What follows belongs to an exercise in optimizing a design on an open flow for small area, a short achievable clock period and few clock cycles; a production flow would make more cautious choices. No functional check of the RTL was part of any run shown here.

## flow/design.v (module list and top-level ports; edited modules follow where they fit)
// module mult32x32_fast_arith: 2096 lines
// module mult32x32_fast_fsm: 16 lines
// module mult32x32_fast: 27 lines
module mult32x32_fast (
    input  logic        clk,
    input  logic        reset,
    input  logic        start,
    input  logic [31:0] a,
    input  logic [31:0] b,
    output logic        busy,
    output logic [63:0] product
);
  // ...
==> flow/run.sh <==
#!/bin/bash
# synth_recipe.tcl (not shown) runs the flow's synth.tcl, then flattens the netlist and writes it again
# the make line also repeats each setting of config.mk as NAME=value (left out here)
make -C /OpenROAD-flow-scripts/flow DESIGN_CONFIG=/design/flow/config.mk WORK_HOME=/design/flow/orfs CLKGATE_MAP_FILE= SYNTH_SCRIPT=/design/flow/synth_recipe.tcl finish
==> flow/config.mk <==
export PLATFORM = sky130hd
export DESIGN_NAME = mult32x32_fast
export DESIGN_NICKNAME = mult32x32_fast
export VERILOG_FILES = /design/flow/design.v
export SDC_FILE = /design/flow/constraint.sdc
export NUM_CORES = 4
export LEC_CHECK = 0
export ABC_AREA = 1
export CAP_MARGIN = 20
export CORE_MARGIN = 2
export CORE_UTILIZATION = 40
export PLACE_DENSITY = 0.6
export SLEW_MARGIN = 20
==> flow/constraint.sdc <==
create_clock -name core_clock -period 12.0 [get_ports {clk}]
set_input_delay 2.4000 -clock core_clock [delete_from_list [all_inputs] [get_ports {clk}]]
set_output_delay 2.4000 -clock core_clock [all_outputs]
set_load 0.01 [all_outputs]
==> run summary, run 1 <==
* Outcome: complete, no violations
* Port Buffer Count at 131
* RSZ-0062 raised after global routing: false
* Postcts setup bufs at 0
* Count of non-CTS buffers in the layout at 163
* Post-synth top area share at 25.3%
* CP peak stage delay at 0.58 ns
* H-tree levels at 3
* Max Buffers Root-to-Sink at 2
* DRC viols at 0
* Top layer reached by signal wires: met5
* Seq cells post-synth at 65
* Row cnt at 76
* Commonest cells after routing, fill and taps aside: inv_1 (324), xor2_1 (294), nand2_1 (267)
* Signal inverters at 362
* Crit path launch: b[23]
* Post-DP Area at 19,200 um2
* Die W at 213 um
* Crit. path cell count at 33
* Fin Hold WS at 0.802 ns
* Most frequent cell after synthesis: inv_1
* WP buf/inv at 7
* Most common cell after layout, fill and taps aside: inv_1
* Number of flops mapped to enable cells by yosys at 64
* Initial antenna violation count at 4
* Count of flip-flops and latches at 65
* Headroom to the max-slew limit at 34.9%
* Post-synthesis simple-gate area fraction at 11.9%
==> run 2, diff against run 1 <==
--- a/flow/config.mk
+++ b/flow/config.mk
@@ -12,2 +12,3 @@
 export PLACE_DENSITY = 0.6
+export SETUP_SLACK_MARGIN = 3
 export SLEW_MARGIN = 20
==> run summary, run 2 <==
* Clock Latency Late Sink at 0.35 ns
* Worst Skew at 0.0109 ns
* Drt via density at 5.94
* First-pass GRT wire length at 106,000 um
* Worst setup SP type: input port
* Worst-path clk slew at 0.06 ns
* Number of flip-flops in the largest register at 64
* Max Slew Vio Count at 0
* Routed wire length at 71,600 um
* Adder-Cell Fraction of Synth Area at 31.3%
* CP peak stage delay at 0.56 ns (-0.02 ns)
* Drt pass-1 iters at 9
* Die Ht at 213 um
* Commonest cells after routing, fill and taps aside: inv_1 (321), xor2_1 (283), nand2_1 (256)
* Most common cell after layout, fill and taps aside: inv_1
* # hold bufs at CTS at 0
* Cell taking the most area after synthesis: fa_1
* Largest family of logic cells by synthesized area: adder cells
* Grt ovf at 0
* Mapped Cells at 2,155
* Final setup TNS at 0 ns
* CTS tree: built
* All-Layer GR Usage at 31.5%
* Initial antenna violation count at 3 (-1)
* Final Hold Fails at 0
* Headroom to the max-slew limit at 34.2% (-0.68 points)
* Distinct cells, synth at 50
* WP data required at 12.11 ns
* Synth Flop Type: edfxtp_1
* CTS buffer count at 9
* Minimum clock period at 8.90 ns
* Initial Util at 40.5%
* Share of layout cells above drive strength 1 at 15.3%
* Core Area at 43,000 um2
* Ports at 132
* Worst path slowest cell: fa_1
* Hpwl dp at 51,300 um
* Utilization after layout at 49.5%
* Seq/Total Area, Yosys at 11.2%
* Routed len/inst at 24.9 um
* Fin crit share at 74.2%
* Routed vias at 17.1k
* Outcome: complete, no violations
* Worst Path Class, Setup: input port to register
* Vias in the first global route at 17.4k
* Initial DRC count at 1,874
* Area Growth Syn to Fin at 22.2%
* Fin Hold WS at 0.797 ns (-0.00498 ns)
* YS warnings at 2
* Synthesized area at 17,400 um2
* Post-synthesis simple-gate area fraction at 11.9% (unchanged)
* Asr flop ratio synth at 1.54%
* Row cnt at 76 (unchanged)
* Post-synth top cells: inv_1 (324), xor2_1 (294), nand2_1 (269)
* Die W at 213 um (unchanged)
* Detail Route Antenna Nets at 0
* Largest net degree at the start of global routing at 65
* Most used cell, CP: nand2_1
* Final setup fails at 0
* DRC viols at 0 (unchanged)
* Synth top area cells: fa_1 (25%), xor2_1 (15%), edfxtp_1 (11%)
* Kind of end point of the critical path: register
* Max Buffers Root-to-Sink at 2 (unchanged)
* Maximum fanout along the worst path at 24
* Root buf cell: clkbuf_16
* Area of the die at 45,200 um2
* Syn Area/Cell at 8.08 um2
* H-tree levels at 3 (unchanged)
* Clk sinks at 65
* Synth Area in Compound Gates at 19.1%
* Number of flops mapped to enable cells by yosys at 64 (unchanged)
* Synthesized net count at 2,526
* Port Buffer Count at 131 (unchanged)
* Worst-Margin Slew at 0.981 ns
* Post-synth top area share at 25.3% (unchanged)
* Mux cell area share after synthesis at 0%
* Post-Synth XOR/XNOR Area at 15.4%
* Most frequent cell after synthesis: inv_1
* Seq cells post-synth at 65 (unchanged)
* Worst Path Arrival at 9.01 ns
* Largest regs: product (64), fsm_u.busy (1)
* Peak Freq at 0.112 GHz
* GP Congestion at 0.976
* Max cap viols at 0
* Hold Path Class: register to register
* RSZ-0062 raised after global routing: true
* Nets at 2,654
* Reg with most FFs: product
[run 2: path summary, 6_finish.rpt]
| kind | startpoint | endpoint | slack, ns | cells past startpoint |
|---|---|---|---|---|
| min | product[47]$_DFFE_PP_ | product[63]$_DFFE_PP_ | 0.80 | 5 |
| max reg2reg | fsm_u.busy$_DFF_PP0_ | product[56]$_DFFE_PP_ | 4.57 | 32 |
| min reg2reg | product[47]$_DFFE_PP_ | product[63]$_DFFE_PP_ | 0.80 | 5 |
| max | b[29] | product[56]$_DFFE_PP_ | 3.10 | 37 |
| max in group asynchronous | reset | fsm_u.busy$_DFF_PP0_ | 9.73 | 2 |
| min in group asynchronous | reset | fsm_u.busy$_DFF_PP0_ | 2.17 | 2 |
[run 2: timing repair]
action | CTS | global route
gates resized for setup | 79 | 198
endpoints found under the setup margin | 49 | 36
hold endpoints to repair | 0 | 0
buffers inserted | 33 | 28
gates cloned | 3 | 4
pin swaps | 19 | 89
[run 2: cells by family after synthesis]
logic type / after synthesis
and+or+nand+nor: 506
AOI/OAI and AO/OA: 497
buffers and inverters: 476
xor gates and xnor gates: 307
adders and majority gates: 304
DFF: 65
[run 2: cell type report]
type / instances / area, um2
diodes: 7 / 17.5
clock inverters: 4 / 77.6
flip-flops and latches: 65 / 1950
well taps: 585 / 732
clock buffers: 12 / 236
multi-input cells: 1616 / 14500
repair buffers: 229 / 2380
fillers: 4152 / 21700
inverters: 362 / 1390
[run 2: layer usage]
metal / track usage (%) / up-vias / share of wire [%]
li1: - / 7325 / -
met5: 0 / - / 0.018
met3: 7.73 / 282 / 11
met1: 40.4 / 8408 / 39
met2: 48.9 / 1093 / 44
met4: 17.0 / 2 / 6.3
[run 2: through the flow]
stage                     std cells  instance area, um2  worst slack, ns
after floorplan                2155               17400             3.91
after global placement         2789               19200             1.63
after detailed placement       2789               19200             1.63
after CTS                      2841               20200             3.01
after global routing           2873               21300             2.83
final                          2880               21300             3.10
[run 2: critical path, delay by kind of cell]
| kind | cells | cell delay (ns) |
|---|---|---|
| AO/OA/AOI/OAI | 4 | 0.56 |
| XOR/XNOR | 1 | 0.22 |
| adder cells (fa/ha/maj) | 5 | 2.27 |
| buffers and inverters | 7 | 1.35 |
| AND/OR/NAND/NOR | 20 | 2.21 |
==> run 3, diff against run 2 <==
--- a/flow/config.mk
+++ b/flow/config.mk
@@ -12,3 +12,3 @@
 export PLACE_DENSITY = 0.6
-export SETUP_SLACK_MARGIN = 3
+export SETUP_SLACK_MARGIN = 5
 export SLEW_MARGIN = 20
==> run summary, run 3 <==
* Cell taking the most area after synthesis: fa_1
* Area Growth Syn to Fin at 43.7%
* Most frequent cell after synthesis: inv_1
* CTS tree: built
* Routed wire length at 80,200 um (+12%)
* Max Slew Vio Count at 0 (unchanged)
* Post-synth top cells: inv_1 (324), xor2_1 (294), nand2_1 (269)
* Most common cell after layout, fill and taps aside: inv_1
* All-Layer GR Usage at 35.1% (+3.6 points)
* Routed vias at 18.0k (+5.0%)
* Largest net degree at the start of global routing at 65 (unchanged)
* Synth Flop Type: edfxtp_1
* Row cnt at 76 (unchanged)
* Worst R2R Start: fsm_u.busy$_DFF_PP0_
* Crit path launch: b[27]
* Die W at 213 um (unchanged)
* Drt via density at 5.93 (-0.24%)
* Clk sinks at 65 (unchanged)
* Worst Path Arrival at 8.55 ns (-0.46 ns)
* Die Ht at 213 um (unchanged)
* Outcome: complete, no violations
* Fin crit share at 70.4% (-3.8 points)
* Nets at 2,813 (+6.0%)
* Fin Hold WS at 0.804 ns (+0.00698 ns)
* Core Area at 43,000 um2 (unchanged)
* Asr flop ratio synth at 1.54% (unchanged)
* Max Buffers Root-to-Sink at 2 (unchanged)
* Initial antenna violation count at 1 (-2)
* DRC viols at 0 (unchanged)
* Worst-path clk slew at 0.06 ns (about the same)
* Post-DP Area at 19,900 um2 (+3.6%)
* CTS buffer count at 9 (unchanged)
* Cell count after placement at 2,784 (-0.18%)
* Drt pass-1 iters at 5 (-4)
* Headroom to the max-slew limit at 29.2% (-5.0 points)
* Clock Latency Late Sink at 0.38 ns (+0.03 ns)
* Final worst slack at 3.55 ns (+0.454 ns)
* Number of flops mapped to enable cells by yosys at 64 (unchanged)
* Initial Util at 40.5% (unchanged)
* Port Buffer Count at 131 (unchanged)
* Mapped Cells at 2,155 (unchanged)
* Max cap viols at 0 (unchanged)
* RSZ-0062 raised after global routing: true
* Share of layout cells above drive strength 1 at 36.0% (+21 points)
* Final instance count without filler cells at 3,032 (+5.3%)
* Setup WS pre-CTS at 1.34 ns (-0.296 ns)
* Number of flip-flops in the largest register at 64 (unchanged)
* Grt ovf at 0 (unchanged)
* Final Hold Fails at 0 (unchanged)
* Largest regs: product (64), fsm_u.busy (1)
* GP Congestion at 0.979 (+0.34%)
* Worst Path Class, Setup: input port to register
* Synthesized area at 17,400 um2 (unchanged)
* Detail Route Antenna Nets at 0 (unchanged)
* Root buf cell: clkbuf_16
* Reg with most FFs: product
* Utilization after layout at 58.2% (+8.7 points)
* Post-synth top area share at 25.3% (unchanged)
* Synth top area cells: fa_1 (25%), xor2_1 (15%), edfxtp_1 (11%)
* Peak Freq at 0.118 GHz (+5.4%)
* Ports at 132 (unchanged)
* Worst-Margin Slew at 1.06 ns (+0.0812 ns)
* Distinct cells, synth at 50 (unchanged)
* Commonest cells after routing, fill and taps aside: inv_1 (276), xor2_1 (262), nand2_1 (201)
* H-tree levels at 3 (unchanged)
* Most used cell, CP: nor2_4
* Seq cells post-synth at 65 (unchanged)
* Hold Path Class: register to register
* Maximum fanout along the worst path at 6 (-75%)
* WP data required at 12.10 ns (about the same)
* CP peak stage delay at 0.55 ns (about the same)
* Cell area after layout at 25,000 um2 (+18%)
* Seq/Total Area, Yosys at 11.2% (unchanged)
* Minimum clock period at 8.45 ns (-0.454 ns)
* YS warnings at 2 (unchanged)
* Syn Area/Cell at 8.08 um2 (unchanged)
* Synthesized net count at 2,526 (unchanged)
* Worst Skew at 0.0198 ns (+0.00891 ns)
* Final setup TNS at 0 ns (unchanged)
* Worst R2R Path Depth at 31 (-3.1%)
* Worst Hold Launch: product[47]$_DFFE_PP_
* Worst path slowest cell: fa_1
* Area of the die at 45,200 um2 (unchanged)
* Initial DRC count at 2,178 (+16%)
* Worst setup SP type: input port
* Kind of end point of the critical path: register
* Hpwl dp at 53,000 um (+3.3%)
* Routed len/inst at 26.4 um (+6.4%)
* Diodes inserted at 0 (-7)
* Final setup fails at 0 (unchanged)
* Hold path depth at 4 (-1)
* First-pass GRT wire length at 117,000 um (+9.9%)
* Vias in the first global route at 18.7k (+7.7%)
* # hold bufs at CTS at 0 (unchanged)
[run 3: critical path, delay by kind of cell]
kind | cells | cell delay, ns
fa+ha+maj | 5 | 2.20
compound gates | 7 | 1.06
xor+xnor | 2 | 0.41
simple gates | 12 | 1.50
buf+inv | 8 | 0.93
[run 3: layout make-up]
cell class	instances	area (um2)
inverters	362	1410
repair inverters	1	8.76
well taps	585	732
flip-flops and latches	65	1950
repair buffers	379	3930
fillers	3688	18000
multi-input cells	1624	16700
clock buffers	10	229
clock inverters	6	106
[run 3: logic make-up (layout without fill, tap and decap cells)]
kind of cell | after synthesis | after routing | share of synthesized area (%)
AO/OA/AOI/OAI | 497 | 498 | 19.1
AND/OR/NAND/NOR | 506 | 515 | 11.9
adder cells (fa/ha/maj) | 304 | 304 | 31.3
flip-flops | 65 | 65 | 11.2
XOR/XNOR | 307 | 307 | 15.4
buffers and inverters | 476 | 758 | 11.0
[run 3: repair_timing]
action                                  in CTS  in global routing
endpoints found under the setup margin      60                 57
gates cloned                                17                  3
pin swaps                                  225                136
resized for setup                          550                190
buffers inserted                           173                 39
[run 3: metal layers]
metal / wire (um) / part of all wire [%] / GRT usage [%]
met5: 0 / 0 / 0
met4: 4960 / 6.2 / 19.4
met3: 9420 / 12 / 9.13
met2: 34500 / 43 / 52.2
met1: 31300 / 39 / 46.4
[run 3: worst paths after layout]
path	slack (ns)	endpoint
max	3.55	product[58]$_DFFE_PP_
min	0.80	product[63]$_DFFE_PP_
max reg2reg	4.46	product[58]$_DFFE_PP_
min reg2reg	0.80	product[63]$_DFFE_PP_
max in group asynchronous	9.70	fsm_u.busy$_DFF_PP0_
min in group asynchronous	2.18	fsm_u.busy$_DFF_PP0_

[re-timing with driven ports]
No port has a modelled driver above. Below, the same layouts with a new extraction and two added sets of constraints. Step 1, drivers: a clkbuf_16 drives clk and a buf_2 each remaining input, both assumed. Step 2 also shifts input and output timing later by t, the mid clock arrival at the registers, as if the neighbouring blocks saw the same clock. Three values: no drivers, after step 1, after step 2; two values: the first two.
| run | shift t [ns] | setup WS [ns] | worst setup path at the end | cell pins on the clock port's net |
|---|---|---|---|---|
| run 1 | 0.394 | 1.743 / 1.768 / 1.374 | input to register | 1 |
| run 2 | 0.401 | 3.100 / 3.126 / 2.726 | input to register | 1 |
| run 3 | 0.419 | 3.554 / 3.564 / 3.145 | input to register | 1 |
After both steps every run listed still meets setup and hold. The setup slack of run 3, which loses most, moves by +0.010 ns with the drivers and by -0.409 ns with both steps.
